This design comes from an exercise in tuning for small area on the open sky130 flow, not from production work. In this exercise RTL edits were held to simulation tests only and were not proved equivalent to the original. Power figures rest on the tool's default switching activity, not on a simulated workload.

==> flow/design.v <==
module ivi_top(
	input        clk,
	input        rst_n,
	input        in_a,
	input        in_b,
	input  [3:0] read_byte,
	output [7:0] out
);
	reg  [8:0] tb;
	wire       tick  = (tb == 9'd434);
	wire       etick = (tb == 9'd118);
	wire [8:0] tb_sh = {tb[7:0], tb[8] ^ tb[3]};
	always @(posedge clk)
		if (!rst_n)
			tb <= 9'd313;
		else
			tb <= {tb_sh[8:3], tb_sh[2] & ~tick, tb_sh[1:0]};
	reg  [3:0] st;
	wire       clr_st = st[3] | (st[2] & st[1]);    
	wire       cap    = tick & (st == 4'd3);
	wire       cs;
	always @(posedge clk)
		if (!rst_n)
			st <= 4'd0;
		else if (st == 4'd0) begin
			if (etick & cs)
				st <= 4'd1;
		end
		else if (tick)
			st <= (st == 4'd9) ? 4'd0 : st + 4'd1;
	reg        a, b, sb;
	reg [24:0] n;
	wire       clr = ~rst_n | clr_st;
	always @(posedge clk) begin
		a  <= ~clr & (a | in_a);
		b  <= ~clr & (b | in_b);
		sb <= b & (sb | ~a);
	end
	wire hi  = &{n[24], n[22], n[21], n[20], n[19], n[18], n[16],
	             n[14], n[13], n[12], n[11]};
	wire ov  = hi & (n[6] | (sb & (&n[5:0])));
	wire dn  = hi & n[6] & n[1] & n[0];
	assign cs = (a & b) | dn;
	wire cnt_en = (a ^ b) & ~(b & in_a) & ~dn;
	wire [25:0] nc;
	assign nc[0] = cnt_en;
	genvar i;
	generate
		for (i = 0; i < 25; i = i + 1) begin : g_cnt
			assign nc[i+1] = nc[i] & n[i];
			always @(posedge clk)
				n[i] <= (a | b) & (n[i] ^ nc[i]);
		end
	endgenerate
	reg [24:0] m;
	reg        f, x;
	always @(posedge clk)
		if (cap)
			m <= n;
	always @(posedge clk)
		if (!rst_n) begin
			f <= 1'b1;
			x <= 1'b0;
		end
		else if (cap) begin
			f <= ov;
			x <= sb | ov;
		end
	wire [7:0] sel = ({8{read_byte[0]}} & m[7:0])   |
	                 ({8{read_byte[1]}} & m[15:8])  |
	                 ({8{read_byte[2]}} & m[23:16]) |
	                 ({8{read_byte[3]}} & {7'b0, m[24]});
	wire       rd_lo = read_byte[0] | read_byte[1] | read_byte[2];
	wire       inv   = x & (rd_lo | read_byte[3]);
	assign out[6:0] = (sel[6:0] & {7{~f}}) ^ {7{inv}};
	assign out[7]   = ((sel[7] & ~f) ^ (x & rd_lo)) | (read_byte[3] & x & ~f);
endmodule
clock: 10.0 ns
lec_check: 0
cap_margin: 20
core_margin: 2
core_utilization: 40
slew_margin: 20
run.sh (not shown) runs the stock make flow with config.mk's settings and CLKGATE_MAP_FILE= SYNTH_SCRIPT=/design/flow/synth_recipe.tcl, a recipe that flattens the netlist after the stock synthesis.
Change:
--- a/flow/design.v
+++ b/flow/design.v
@@ -8,12 +8,14 @@
 );
 	reg  [8:0] tb;
-	wire       tick  = (tb == 9'd434);
-	wire       etick = (tb == 9'd118);
-	wire [8:0] tb_sh = {tb[7:0], tb[8] ^ tb[3]};
+	wire       tb_top = &tb[8:4];             
+	wire       tick   = tb_top &  tb[1] &  tb[0];    
+	wire       etick  = tb_top & ~tb[1] & ~tb[0];    
 	always @(posedge clk)
 		if (!rst_n)
-			tb <= 9'd313;
+			tb <= 9'd15;
+		else if (tick)
+			tb <= 9'd0;
 		else
-			tb <= {tb_sh[8:3], tb_sh[2] & ~tick, tb_sh[1:0]};
+			tb <= tb + 9'd1;
 	reg  [3:0] st;
 	wire       clr_st = st[3] | (st[2] & st[1]);    
@@ -40,17 +42,12 @@
 	             n[14], n[13], n[12], n[11]};
 	wire ov  = hi & (n[6] | (sb & (&n[5:0])));
-	wire dn  = hi & n[6] & n[1] & n[0];
+	wire dn  = hi & n[6] & (sb ? (n[1] & n[0]) : n[2]);
 	assign cs = (a & b) | dn;
 	wire cnt_en = (a ^ b) & ~(b & in_a) & ~dn;
-	wire [25:0] nc;
-	assign nc[0] = cnt_en;
-	genvar i;
-	generate
-		for (i = 0; i < 25; i = i + 1) begin : g_cnt
-			assign nc[i+1] = nc[i] & n[i];
-			always @(posedge clk)
-				n[i] <= (a | b) & (n[i] ^ nc[i]);
-		end
-	endgenerate
+	always @(posedge clk)
+		if (~a & ~b)
+			n <= 25'd0;
+		else if (cnt_en)
+			n <= n + 25'd1;
 	reg [24:0] m;
 	reg        f, x;
Effect: The changed run finished with timing, DRC and antenna clean; via count went up by 38%; count of clock-buffer cells in the layout does not change; critical path depth went down by 25; final cell count went up by 26%; hold slack gets worse by 0.011 ns; sequential power stays flat.

## port drivers added, routing unchanged
The flow's constraints put no driver on any port. The routed layouts listed below were extracted and timed again, unchanged, in two steps. Step 1 (the two cells are an assumption about what drives the block):
set clk [get_ports {clk}]
set_driving_cell -lib_cell sky130_fd_sc_hd__clkbuf_16 $clk
set_driving_cell -lib_cell sky130_fd_sc_hd__buf_2 [delete_from_list [all_inputs] $clk]
Step 2, shift: input delay + t, output delay - t, t = (earliest + latest rising clock arrival at the registers) / 2. This alone moves slack from input paths to output paths. Three values: ideal ports, drivers, drivers and shift; two values: the first two.
| run | t, ns | slack for setup (ns) | worst setup path after step 2 | worst register clock-pin slew, ns | worst data-port slew with drivers (ns) |
|---|---|---|---|---|---|
| the first run | 0.357 | 2.970 / 2.969 / 2.611 | input to register | 0.08 / 0.08 | 0.03 |
| the second run | 0.366 | 3.812 / 3.789 / 3.789 | input to output | 0.08 / 0.08 | 0.04 |
After both steps every run listed still meets setup and hold. The setup slack of the first run, which loses most, moves by -0.001 ns with the drivers and by -0.359 ns with both steps.
